Background: an optimization exercise with open tools, aiming at small area, a short achievable clock period and few clock cycles. Do not read the settings as production practice. The RTL was checked by simulation tests, not by an equivalence proof against the original design.

## sun
module sun(
    pclk,
    presetn,
    psels,
    penables,
    pwrites,
    paddrs,
    pwdatas,
    prdatas,
    preadys
);
Settings: LEC_CHECK=0, CAP_MARGIN=20, CORE_MARGIN=2, CORE_UTILIZATION=40, PLACE_DENSITY=0.6, SLEW_MARGIN=20; clock period 80.0 ns.
run.sh (not shown) runs the stock make flow with config.mk's settings and CLKGATE_MAP_FILE= SYNTH_SCRIPT=/design/flow/synth_recipe.tcl, a recipe that flattens the netlist after the stock synthesis.
The starting point completed with no timing, DRC or antenna violations.
Testbench counts at the start, summed over its fixed seeds: cycles 19,920.
Rerun with:
==> flow/flow/run.sh (new file) <==
#!/bin/bash
# Own layout flow: the standard flow (standard.sh) with two changes in how the
# layout is made:
#  - synthesis maps the logic with an area-oriented ABC script (flow/abc_area.script)
#    instead of ORFS's delay-oriented one; everything else in synthesis is unchanged,
#    so the registers (names, count, cells) are the standard synthesis's;
#  - the port buffers are sky130_fd_sc_hd__buf_2 cells.
# Each make run writes its full output to a log file in the work folder.
set -euo pipefail
W=$(pwd)
S="$W/scripts_area"
rm -rf "$S"
cp -r "$FLOW_HOME/scripts" "$S"
cp "$W/flow/abc_area.script" "$S/abc_speed.script"
bash standard.sh SCRIPTS_DIR="$S" synth > "$W/make_synth.log" 2>&1
bash standard.sh BUFFER_PORTS_ARGS="-buffer_cell sky130_fd_sc_hd__buf_2" finish > "$W/make_finish.log" 2>&1
==> flow/flow/abc_area.script (new file) <==
strash
dch -f
map -a
==> flow/standard.sh (new file) <==
#!/bin/bash
# synth_recipe.tcl (not shown) runs the flow's synth.tcl, then flattens the netlist and writes it again
# the make line also repeats each setting of config.mk as NAME=value (left out here)
make -C /OpenROAD-flow-scripts/flow DESIGN_CONFIG=/design/flow/config.mk WORK_HOME=/design/flow/orfs CLKGATE_MAP_FILE= SYNTH_SCRIPT=/design/flow/synth_recipe.tcl "${@:-finish}"
- CORE_UTILIZATION: 40 -> 65
- PLACE_DENSITY: 0.6 -> 0.8
removed: flow/run.sh
Synthesized area is lower by 3.3%.
Non-clock buffer count came out higher by 3.
First-iteration DRC count increases by about 40%.
Via count climbs by 13%.

* * *

## orange
sun, a different RTL version from the one above (not shown whole).
Size: about 200 flip-flops.
export LEC_CHECK = 0
export CAP_MARGIN = 20
export CORE_MARGIN = 2
export CORE_UTILIZATION = 40
export GPL_TIMING_DRIVEN = 0
export PLACE_DENSITY = 0.6
export SLEW_MARGIN = 20
create_clock -name core_clock -period 80.0 [get_ports {pclk}]
standard.sh (not shown) runs the stock make flow with config.mk's settings and CLKGATE_MAP_FILE= SYNTH_SCRIPT=/design/flow/synth_recipe.tcl, a recipe that flattens the netlist after the stock synthesis.
==> flow/flow/run.sh <==
#!/bin/bash
# Own layout flow: the standard flow (standard.sh) with these changes in how the
# layout is made:
#  - synthesis maps the logic with an area-oriented ABC script (flow/abc_area.script)
#    instead of ORFS's delay-oriented one, and skips the quick generic ABC pass inside
#    Yosys's synth (synth -noabc for the fine stage), so the full adders written in
#    the RTL reach Yosys's full-adder extraction as written. Everything else in
#    synthesis is unchanged, so the registers (names, count, cells) are the standard
#    synthesis's;
#  - the port buffers are sky130_fd_sc_hd__buf_1 cells;
#  - clock tree synthesis builds a plain H-tree (no sink clustering) of the default
#    clkbuf_16 buffers and adds no dummy loads;
#  - the repair steps after placement and global routing do not use buffers or
#    inverters of drive 8 and up (flow/no_big_buffers.tcl, sourced before each step's
#    resizer starts).
# Each make run writes its full output to a log file in the work folder.
set -euo pipefail
W=$(pwd)
S="$W/scripts_area"
rm -rf "$S"
cp -r "$FLOW_HOME/scripts" "$S"
cp "$W/flow/abc_area.script" "$S/abc_speed.script"
sed -i 's/-run fine: {\*}\$synth_full_args/-run fine: -noabc {*}$synth_full_args/' "$S/synth.tcl"
grep -q -- '-run fine: -noabc' "$S/synth.tcl"
bash standard.sh SCRIPTS_DIR="$S" synth > "$W/make_synth.log" 2>&1
PRE_RESIZE_TCL="$W/flow/no_big_buffers.tcl" PRE_GLOBAL_ROUTE_TCL="$W/flow/no_big_buffers.tcl" \
bash standard.sh BUFFER_PORTS_ARGS="-buffer_cell sky130_fd_sc_hd__buf_1" \
    CTS_ARGS="-repair_clock_nets -dont_use_dummy_load" \
    finish > "$W/make_finish.log" 2>&1
==> flow/flow/abc_area.script <==
strash
dch -f
amap
==> flow/flow/no_big_buffers.tcl <==
set_dont_use {sky130_fd_sc_hd__buf_8 sky130_fd_sc_hd__buf_12 sky130_fd_sc_hd__buf_16 sky130_fd_sc_hd__bufinv_8 sky130_fd_sc_hd__bufinv_16 sky130_fd_sc_hd__inv_8 sky130_fd_sc_hd__inv_12 sky130_fd_sc_hd__inv_16}
orange completed; timing, DRC and antenna clean
Testbench counts of orange, summed over its fixed seeds: cycles 19,920.
Setup changes, orange to purple
--- a/flow/flow/run.sh
+++ b/flow/flow/run.sh
@@ -9,6 +9,6 @@
 #    synthesis's;
 #  - the port buffers are sky130_fd_sc_hd__buf_1 cells;
-#  - clock tree synthesis builds a plain H-tree (no sink clustering) of the default
-#    clkbuf_16 buffers and adds no dummy loads;
+#  - clock tree synthesis builds a plain H-tree (no sink clustering) of clkbuf_8 below a
+#    clkbuf_16 root and adds no dummy loads;
 #  - the repair steps after placement and global routing do not use buffers or
 #    inverters of drive 8 and up (flow/no_big_buffers.tcl, sourced before each step's
@@ -26,4 +26,4 @@
 PRE_RESIZE_TCL="$W/flow/no_big_buffers.tcl" PRE_GLOBAL_ROUTE_TCL="$W/flow/no_big_buffers.tcl" \
 bash standard.sh BUFFER_PORTS_ARGS="-buffer_cell sky130_fd_sc_hd__buf_1" \
-    CTS_ARGS="-repair_clock_nets -dont_use_dummy_load" \
+    CTS_ARGS="-repair_clock_nets -dont_use_dummy_load -root_buf sky130_fd_sc_hd__clkbuf_16 -buf_list sky130_fd_sc_hd__clkbuf_8" \
     finish > "$W/make_finish.log" 2>&1
Findings:
- purple -> orange: final count of hold timing violations delta 0, exact match
- Comparing orange and purple, the lower met2 usage in global routing is on purple.
- Cmp orange and purple / final routed wirelength across all metal layers / higher: purple

[separate check: timing with driven ports]
No port has a modelled driver above. Below, the same layouts with a new extraction and two added sets of constraints. Step 1 assumes that a clkbuf_16 drives the clock port and a buf_2 every other input. Step 2 moves the port delays by t, midway between the first and last clock arrival at a register: inputs arrive t later, outputs are due t later. That takes back most of the time a late clock gives input paths. a / b / c = ideal ports / drivers / drivers and shift; a / b = the first two.
| run | t (ns) | slack for setup (ns) | clock arrival spread, ns |
|---|---|---|---|
| the first run of note 1 | 0.480 | 62.675 / 62.631 / 62.882 | 0.017 / 0.017 |
| the second run of note 1 | 0.485 | 63.030 / 62.984 / 63.253 | 0.008 / 0.008 |
| orange | 0.465 | 62.989 / 62.946 / 62.826 | 0.025 / 0.025 |
| purple | 0.425 | 63.049 / 63.005 / 62.823 | 0.039 / 0.039 |
After both steps every run listed still meets setup and hold. The setup slack of purple, which loses most, moves by -0.044 ns with the drivers and by -0.226 ns with both steps.
